Source: an optimization exercise on an open RTL-to-GDS flow (aim: small area). Production flows keep margins and buffers that such runs may drop.
Only simulation tests tie the RTL to the original design; equivalence was not proved.
Power and IR drop assume default switching activity.

### design/flow/design.v
module spaceinvaders(
    input            CLOCK_50,
    input            resetn,
    input    [9:0]   SW,
    output   [6:0]   HEX0,
    output   [8:0]   VGA_X,
    output   [8:0]   VGA_Y,
    output   [2:0]   VGA_COLOUR,
    output           VGA_PLOT
    );
    localparam BD = 4'd0,  BU = 4'd1,  EG = 4'd3,
               PI = 4'd4,  PD = 4'd5,  PE = 4'd6,
               EI = 4'd8,  ED = 4'd9,  EE = 4'd10;
    reg [3:0] st;
    reg [4:0] s;
    reg [2:0] k;
    reg [7:0] px;
    reg [8:0] ey;
    reg [4:0] ex;
    reg       dir;
    reg [7:0] bx;
    reg [4:0] byi;
    reg       shooting;
    reg [4:0] hit;
    reg [8:0] fc;
    wire isP = (st[3:2] == 2'b01);
    wire isE = (st[3:2] == 2'b10);
    wire isB = (st == BD);
    wire isU = (st == BU);
    wire ers = st[1];
    wire s31 = (s == 5'd31);
    wire s30 = (s == 5'd30);
    wire ck  = (st == PE) && s30;
    wire sel = shooting || (s == 5'd7);
    reg [7:0] xa;
    reg [7:0] xb;
    reg signed [3:0] dxe;
    reg [1:0] dye;
    always @(*) begin
        case (s)
            5'd1:  begin dxe = 0;  dye = 0; end
            5'd2:  begin dxe = 1;  dye = 0; end
            5'd3:  begin dxe = 2;  dye = 0; end
            5'd4:  begin dxe = -1; dye = 1; end
            5'd5:  begin dxe = 0;  dye = 1; end
            5'd6:  begin dxe = 1;  dye = 1; end
            5'd7:  begin dxe = 2;  dye = 1; end
            5'd8:  begin dxe = 3;  dye = 1; end
            5'd9:  begin dxe = -2; dye = 2; end
            5'd10: begin dxe = -1; dye = 2; end
            5'd11: begin dxe = 0;  dye = 2; end
            5'd12: begin dxe = 1;  dye = 2; end
            5'd13: begin dxe = 2;  dye = 2; end
            5'd14: begin dxe = 3;  dye = 2; end
            5'd15: begin dxe = 4;  dye = 2; end
            5'd16: begin dxe = -1; dye = 3; end
            5'd17: begin dxe = 3;  dye = 3; end
            default: begin dxe = 0; dye = 0; end
        endcase
    end
    reg [7:0] koff;
    always @(*) begin
        case (k)
            3'd0: koff = 8'd0;
            3'd1: koff = 8'd30;
            3'd2: koff = 8'd60;
            3'd3: koff = 8'd90;
            default: koff = 8'd120;
        endcase
    end
    always @(*) begin
        xa = px; xb = 8'd0;
        if (isB) begin
            xb = 8'd1;
        end else if (isP) begin
            if (ck) begin
                xa = bx; xb = {3'b111, ~ex};
            end else if (s31) xb = (k == 3'd1) ? -8'd3 : 8'd3;
            else if (s == 5'd2) xb = -8'd1;
            else if (s == 5'd4) xb = 8'd1;
        end else if (isU) begin
            if (sel) xa = bx; else xb = 8'd2;
        end else begin
            xa = {3'b000, ex};
            if (s31) xb = dir ? -8'd1 : 8'd1;
            else xb = koff + {{4{dxe[3]}}, dxe};
        end
    end
    wire [7:0] X = xa + xb;
    reg [1:0] yb;
    always @(*) begin
        if (isB) yb = 2'd1;
        else if (isE) yb = s31 ? (dir ? 2'd1 : 2'd2) : dye;
        else yb = 2'd2;
    end
    wire [8:0] Y = ey + {7'd0, yb};
    reg plot;
    reg [8:0] oy;
    reg [2:0] oc;
    always @(*) begin
        plot = 1'b0; oy = Y; oc = 3'b000;
        if (isB) begin
            plot = 1'b1; oc = (s == 5'd0) ? 3'b011 : 3'b000;
        end else if (isP) begin
            plot = (s != 5'd0) && (s <= 5'd4);
            oy = {8'b00111011, s >= 5'd2};
            oc = ers ? 3'b000 : 3'b011;
        end else if (isE) begin
            plot = (s != 5'd0) && (s <= 5'd17);
            oc = ers ? 3'b000 : 3'b100;
        end else if (isU) begin
            plot = (s == 5'd2) || (s == 5'd5) || (s == 5'd7);
            oy = sel ? {2'b00, byi, 2'b01} : 9'd119;
            oc = (s == 5'd5 && shooting) ? 3'b111 : 3'b000;
        end
    end
    assign VGA_PLOT = plot;
    assign VGA_X = {1'b0, X};
    assign VGA_Y = oy;
    assign VGA_COLOUR = oc;
    wire [4:0] win;
    assign win[0] = (X >= 8'd253) || (X <= 8'd3);
    assign win[1] = (X >= 8'd27)  && (X <= 8'd33);
    assign win[2] = (X >= 8'd57)  && (X <= 8'd63);
    assign win[3] = (X >= 8'd87)  && (X <= 8'd93);
    assign win[4] = (X >= 8'd117) && (X <= 8'd123);
    wire yok = (Y[8:2] == {2'b00, byi});
    wire [4:0] newhit = win & ~hit & {5{yok}};
    wire fz = (fc == 9'd0);
    wire k4 = (k == 3'd4);
    always @(posedge CLOCK_50) begin
        if (!resetn) begin
            st <= BD; s <= 5'd0; k <= 3'd0;
            px <= 8'd79; ey <= 9'd117; ex <= 5'd10; dir <= 1'b0;
            shooting <= 1'b0; hit <= 5'd0;
        end else begin
            case (st)
                BD: begin
                    if (s == 5'd0) begin px <= X; s <= 5'd1; end
                    else if (s == 5'd1) begin
                        if (X == 8'd240) begin px <= 8'd255; ey <= Y; s <= 5'd2; end
                        else px <= X;
                    end else begin
                        if (X == 8'd160) begin px <= 8'd255; ey <= Y; end
                        else if (X == 8'd1 && Y == 9'd277) begin
                            px <= 8'd80; ey <= 9'd10; st <= PI; s <= 5'd0;
                        end else px <= X;
                    end
                end
                PI: begin
                    if (s == 5'd4) begin st <= EI; s <= 5'd0; k <= 3'd0; end
                    else s <= s + 1'b1;
                end
                PE: begin
                    if (s30) begin
                        if (shooting && (newhit != 5'd0)) begin
                            hit <= hit | newhit;
                            shooting <= 1'b0;
                        end
                        if (&hit) st <= EG; else s <= 5'd31;
                    end else if (s == 5'd0) begin
                        if (fz) s <= 5'd1;
                    end else if (s == 5'd4) begin
                        st <= PD;
                        if (SW[1]) begin s <= 5'd31; k <= 3'd1; end
                        else if (SW[0]) begin s <= 5'd31; k <= 3'd2; end
                        else if (SW[2]) begin s <= 5'd31; k <= 3'd3; end
                        else s <= 5'd0;
                    end else s <= s + 1'b1;
                end
                PD: begin
                    if (s31) begin
                        if (k == 3'd1) begin if (px != 8'd8) px <= X; end
                        else if (k == 3'd2) begin if (px != 8'd152) px <= X; end
                        else if (!shooting) begin bx <= px; byi <= 5'd29; shooting <= 1'b1; end
                        s <= 5'd0;
                    end else if (s == 5'd4) begin st <= BU; s <= 5'd0; end
                    else s <= s + 1'b1;
                end
                BU: begin
                    if (s == 5'd3) begin
                        if (shooting && byi == 5'd2) begin shooting <= 1'b0; s <= 5'd6; end
                        else begin
                            if (shooting) byi <= byi - 1'b1;
                            s <= 5'd4;
                        end
                    end else if (s == 5'd5 || s == 5'd7) begin st <= EE; s <= 5'd0; k <= 3'd0; end
                    else s <= s + 1'b1;
                end
                EI, EE, ED: begin
                    if (s31) begin
                        if (!dir && ex == 5'd30) begin ey <= Y; dir <= 1'b1; end
                        else if (dir && ex == 5'd10) begin ey <= Y; dir <= 1'b0; end
                        else ex <= X[4:0];
                        s <= 5'd0;
                    end else if (s == 5'd0 && st == ED && hit[k]) begin
                        if (k4) begin st <= PE; s <= 5'd30; k <= 3'd0; end
                        else k <= k + 1'b1;
                    end else if (s == 5'd17) begin
                        s <= 5'd0;
                        if (k4) begin
                            k <= 3'd0;
                            if (st == EI) begin st <= PE; s <= 5'd31; end
                            else if (st == EE) begin st <= ED; s <= 5'd31; end
                            else begin st <= PE; s <= 5'd30; end
                        end else k <= k + 1'b1;
                    end else s <= s + 1'b1;
                end
                default: st <= EG;
            endcase
        end
    end
    always @(posedge CLOCK_50) begin
        if (!resetn) fc <= 9'd299;
        else if (SW[9]) fc <= fz ? 9'd299 : fc - 1'b1;
    end
    wire [2:0] score = hit[0] + hit[1] + hit[2] + hit[3] + hit[4];
    reg [6:0] hx;
    always @(*) begin
        case (score)
            3'd0: hx = 7'b1000000;
            3'd1: hx = 7'b1111001;
            3'd2: hx = 7'b0100100;
            3'd3: hx = 7'b0110000;
            3'd4: hx = 7'b0011001;
            3'd5: hx = 7'b0010010;
            3'd6: hx = 7'b0000010;
            default: hx = 7'b1111000;
        endcase
    end
    assign HEX0 = hx;
endmodule
### design/flow/constraint.sdc
create_clock -name core_clock -period 10.0 [get_ports {CLOCK_50}]
set_input_delay 2.0000 -clock core_clock [delete_from_list [all_inputs] [get_ports {CLOCK_50}]]
set_output_delay 2.0000 -clock core_clock [all_outputs]
set_load 0.01 [all_outputs]
### design/flow/run.sh
#!/bin/bash
# synth_recipe.tcl (not shown) runs the flow's synth.tcl, then flattens the netlist and writes it again
# the make line also repeats each setting of config.mk as NAME=value (left out here)
make -C /OpenROAD-flow-scripts/flow DESIGN_CONFIG=/design/flow/config.mk WORK_HOME=/design/flow/orfs CLKGATE_MAP_FILE= SYNTH_SCRIPT=/design/flow/synth_recipe.tcl finish
### design/flow/config.mk
export PLATFORM = sky130hd
export DESIGN_NAME = spaceinvaders
export DESIGN_NICKNAME = spaceinvaders
export VERILOG_FILES = /design/flow/design.v
export SDC_FILE = /design/flow/constraint.sdc
export NUM_CORES = 4
export LEC_CHECK = 0
export CAP_MARGIN = 20
export CORE_MARGIN = 2
export CORE_UTILIZATION = 40
export SLEW_MARGIN = 20
==> impl_metrics.tcl <==
set metrics [dict create \
    status "complete, no violations" \
    cp_max_fo 13 \
    post_cts.repair.setup_buffers 0 \
    die_area_um2 15900 \
    syn_nets 824 \
    cts_max_level 3 \
    grt_use_total_pct 24.4 \
    clockRootBuffer "clkbuf_16" \
    finalWirelength_um 19300 \
    worstMarginPinSlew_ps 1000 \
    place_area_um2 6400 \
    cts_hold_buf 0 \
    cts_inserted_buffers 9 \
    postCtsResizedCells 0 \
    clk_pin_slew_ps 60 \
    async_flop_share_pct 0 \
    drc 0 \
    period_minus_slack_ps 7980 \
    port_buffers 33 \
    rsz0062_at_grt "no" \
    cts.sinks 69 \
    mappedNetlistArea_um2 5970 \
    overflow 0 \
    dpl.hpwl_um 14300 \
    slew_violations 0 \
    grt_max_degree 27 \
    synthFlopType "dfxtp_1" \
    drive_above_1_share_pct 6.62 \
    critical_path_required_ps 8000 \
    synth_edf_count 13 \
    rows 44 \
    first_global_vias 5687 \
    crit_type "flip-flop to output pin" \
    via_per_inst 6.27 \
    fin_nets 833 \
    cp_cell_sequence "inv_1 -> ha_1 -> o21ai_0 -> inv_1 -> or3_1 -> ha_1 -> a21oi_1 -> nand2_1 -> a21oi_1 -> xor2_1 -> o21ai_0 -> a21oi_1 -> nor3_1 -> ha_1 -> o21a_1 -> o31a_1 -> nor2_1 -> xnor3_1 -> inv_1 -> clkdlybuf4s50_1" \
    max_freq_ghz 0.125 \
    clock_latency_ps 350 \
    place_congestion 0.965 \
    die_h_um 126 \
    finalCoreUtilization_pct 46.4 \
    hp-class "flip-flop to flip-flop" \
    io_pins 41 \
    hold_start "px[2]$_SDFFE_PN1P_" \
    synth_cell_types 88 \
    core_area_um2 14500 \
    ant_nets 0 \
    synth_area_per_cell_um2 7.74 \
    p_leak_nw 2.57 \
    startpoint "k[0]$_SDFFE_PN0P_" \
    ys_seq_area_share_pct 25.3 \
    grt_pass1_wl_um 30700 \
    peakVddDrop_mv 0.114 \
    fin_setup_tns_ps 0 \
    finalNonFillerCells 969 \
    clock_skew_ps 7.24 \
    area_growth_syn_to_layout_pct 13.0 \
    max_stage_delay_ps 810 \
    power.density_nw_per_um2 206 \
    drv_cap 0 \
    slowest_stage "xnor3_1" \
    cts_tree "built" \
    n_antenna_cell 0 \
    endpoint_kind "output pin" \
    wl_per_cell_um 19.9 \
    n_fill_cell 1484 \
    slew_headroom_pct 32.3 \
    antenna_found_initial 0 \
    die_w_um 126 \
    drtPass1Iterations 7 \
    cp.arrival_ps 5980 \
    via_count 6073 \
    ys_warn_count 1 \
    cts_buffer_depth 2 \
    period_share_pct 79.8 \
    drtIter0Drc 679 \
    r2r-start "st[1]$_SDFFE_PN0P_" \
    finalHoldViolCount 0 \
    ys_ff_latch 69 \
    synth_cells 771 \
    fin_area_um2 6740 \
    dp_cells 953 \
    setup_viol 0 \
    start_util_pct 41.1 \
    finalHoldWorstSlack_ps 456 \
    critPathLaunchType "flip-flop" \
]
metal layers:
layer	wire length (µm)	global-route usage, %	vias up
li1	-	-	2867
met1	8630	33.0	2919
met2	8680	38.0	245
met3	1330	5.10	42
met4	667	10.1	0
met5	0	0	-
state kept, by name, indices dropped and copies added (netlist names), 2 cells and up:
signal	flops
dye	2
px	8
hit	5
byi	5
k	3
st	4
ey	9
ex	5
bx	8
fc	9
s	5
dxe	4
worst paths after layout:
path	to	slack, ps	cells after the start
worst min register to register	bx[2]$_DFFE_PP_	460	0
worst min-delay path	bx[2]$_DFFE_PP_	460	0
worst max register to register	dxe[1]$_DFF_P_	2390	19
worst max-delay path	VGA_X[7]	2020	20
stage by stage:
stage               total power [mW]  setup WS [ps]
floorplan                      0.825           3970
global placement                1.01           2580
detailed placement              1.02           2430
CTS                             1.38           2050
global route                    1.47           1640
finish                          1.39           2020
worst max-delay path, delay by kind of cell, from the launching register on:
kind,cells,cell delay [ps]
buf+inv,4,1150
compound gates,7,1330
flops,1,410
simple gates,4,730
fa+ha+maj,3,1030
xor+xnor,2,970
synthesized netlist by cell type, drive strengths merged (13+ instances only):
| cell type | instances | area share (%) |
|---|---|---|
| a211oi | 13 | 1.7 |
| a21oi | 60 | 5.0 |
| a31oi | 14 | 1.5 |
| clkbuf | 30 | 1.9 |
| dfxtp | 56 | 19 |
| edfxtp | 13 | 6.5 |
| ha | 35 | 7.3 |
| inv | 37 | 2.3 |
| nand2 | 82 | 5.2 |
| nand2b | 14 | 1.5 |
| nand3 | 21 | 2.0 |
| nor2 | 79 | 5.0 |
| nor3 | 27 | 2.3 |
| o21ai | 43 | 3.7 |
| xnor2 | 20 | 3.1 |
power breakdown:
part | leakage [nW] | total (mW) | switching [mW] | internal [mW]
logic | 1.86 | 0.666 | 0.399 | 0.267
clock network | 0.152 | 0.352 | 0.133 | 0.219
registers | 0.561 | 0.367 | 0.0473 | 0.320
final cells by class:
type	count	area (µm²)	share of cell area, %
multi-input cells	623	4150	61.6
flip-flops and latches	69	1510	22.4
well taps	184	230	3.42
clock buffers	9	225	3.34
clock inverters	7	97.6	1.45
inverters	37	139	2.06
repair buffers	40	383	5.68
cell families (layout without fill, tap and decap cells):
| family | after synthesis | count (layout) | share of synthesized area [%] |
|---|---|---|---|
| adder cells (fa/ha/maj) | 41 | 41 | 9.35 |
| XOR/XNOR | 32 | 32 | 5.05 |
| AND/OR/NAND/NOR | 300 | 300 | 25.5 |
| AO/OA/AOI/OAI | 239 | 239 | 27.4 |
| flip-flops | 69 | 69 | 25.3 |
| buffers and inverters | 79 | 93 | 5.37 |
| other | 1 | 1 | 0.0628 |
| multiplexers | 10 | 10 | 1.91 |
layout by cell type, fill, tap and decap left out, types with 13 or more instances in the layout:
master            n
nand2b_1         14
dfxtp_1          56
nand3_1          20
nand2_1          82
inv_1            37
xnor2_1          19
a21oi_1          60
o21ai_0          42
clkdlybuf4s50_1  33
ha_1             35
edfxtp_1         13
nor3_1           26
nor2_1           79

==> afterwards: timing with drivers on the ports <==
How much do the figures lean on ideal ports? The routed layout below was timed once more, with nothing changed but the port constraints.
Step 1 sets driving cells, clkbuf_16 on the clock port and buf_2 on the other inputs (assumed; they add their load-dependent delay and slew).
Step 2 adds t to the input delays and takes it off the output delays; t is the mean of the earliest and latest rising clock arrival at the registers after step 1. Input paths then give back, and output paths get back, about the clock's delay inside the block.
Slacks: no drivers / after step 1 / after step 2; pairs: no drivers / after step 1.
t, ns: 0.389
setup WS [ns]: 2.018 / 1.976 / 2.364
worst data-port slew with drivers (ns): 0.04
pins driven straight from the clock port: 1
After both steps this run still meets setup and hold. For this run, drivers alone change the setup slack by -0.042 ns; drivers and shift together by +0.346 ns.
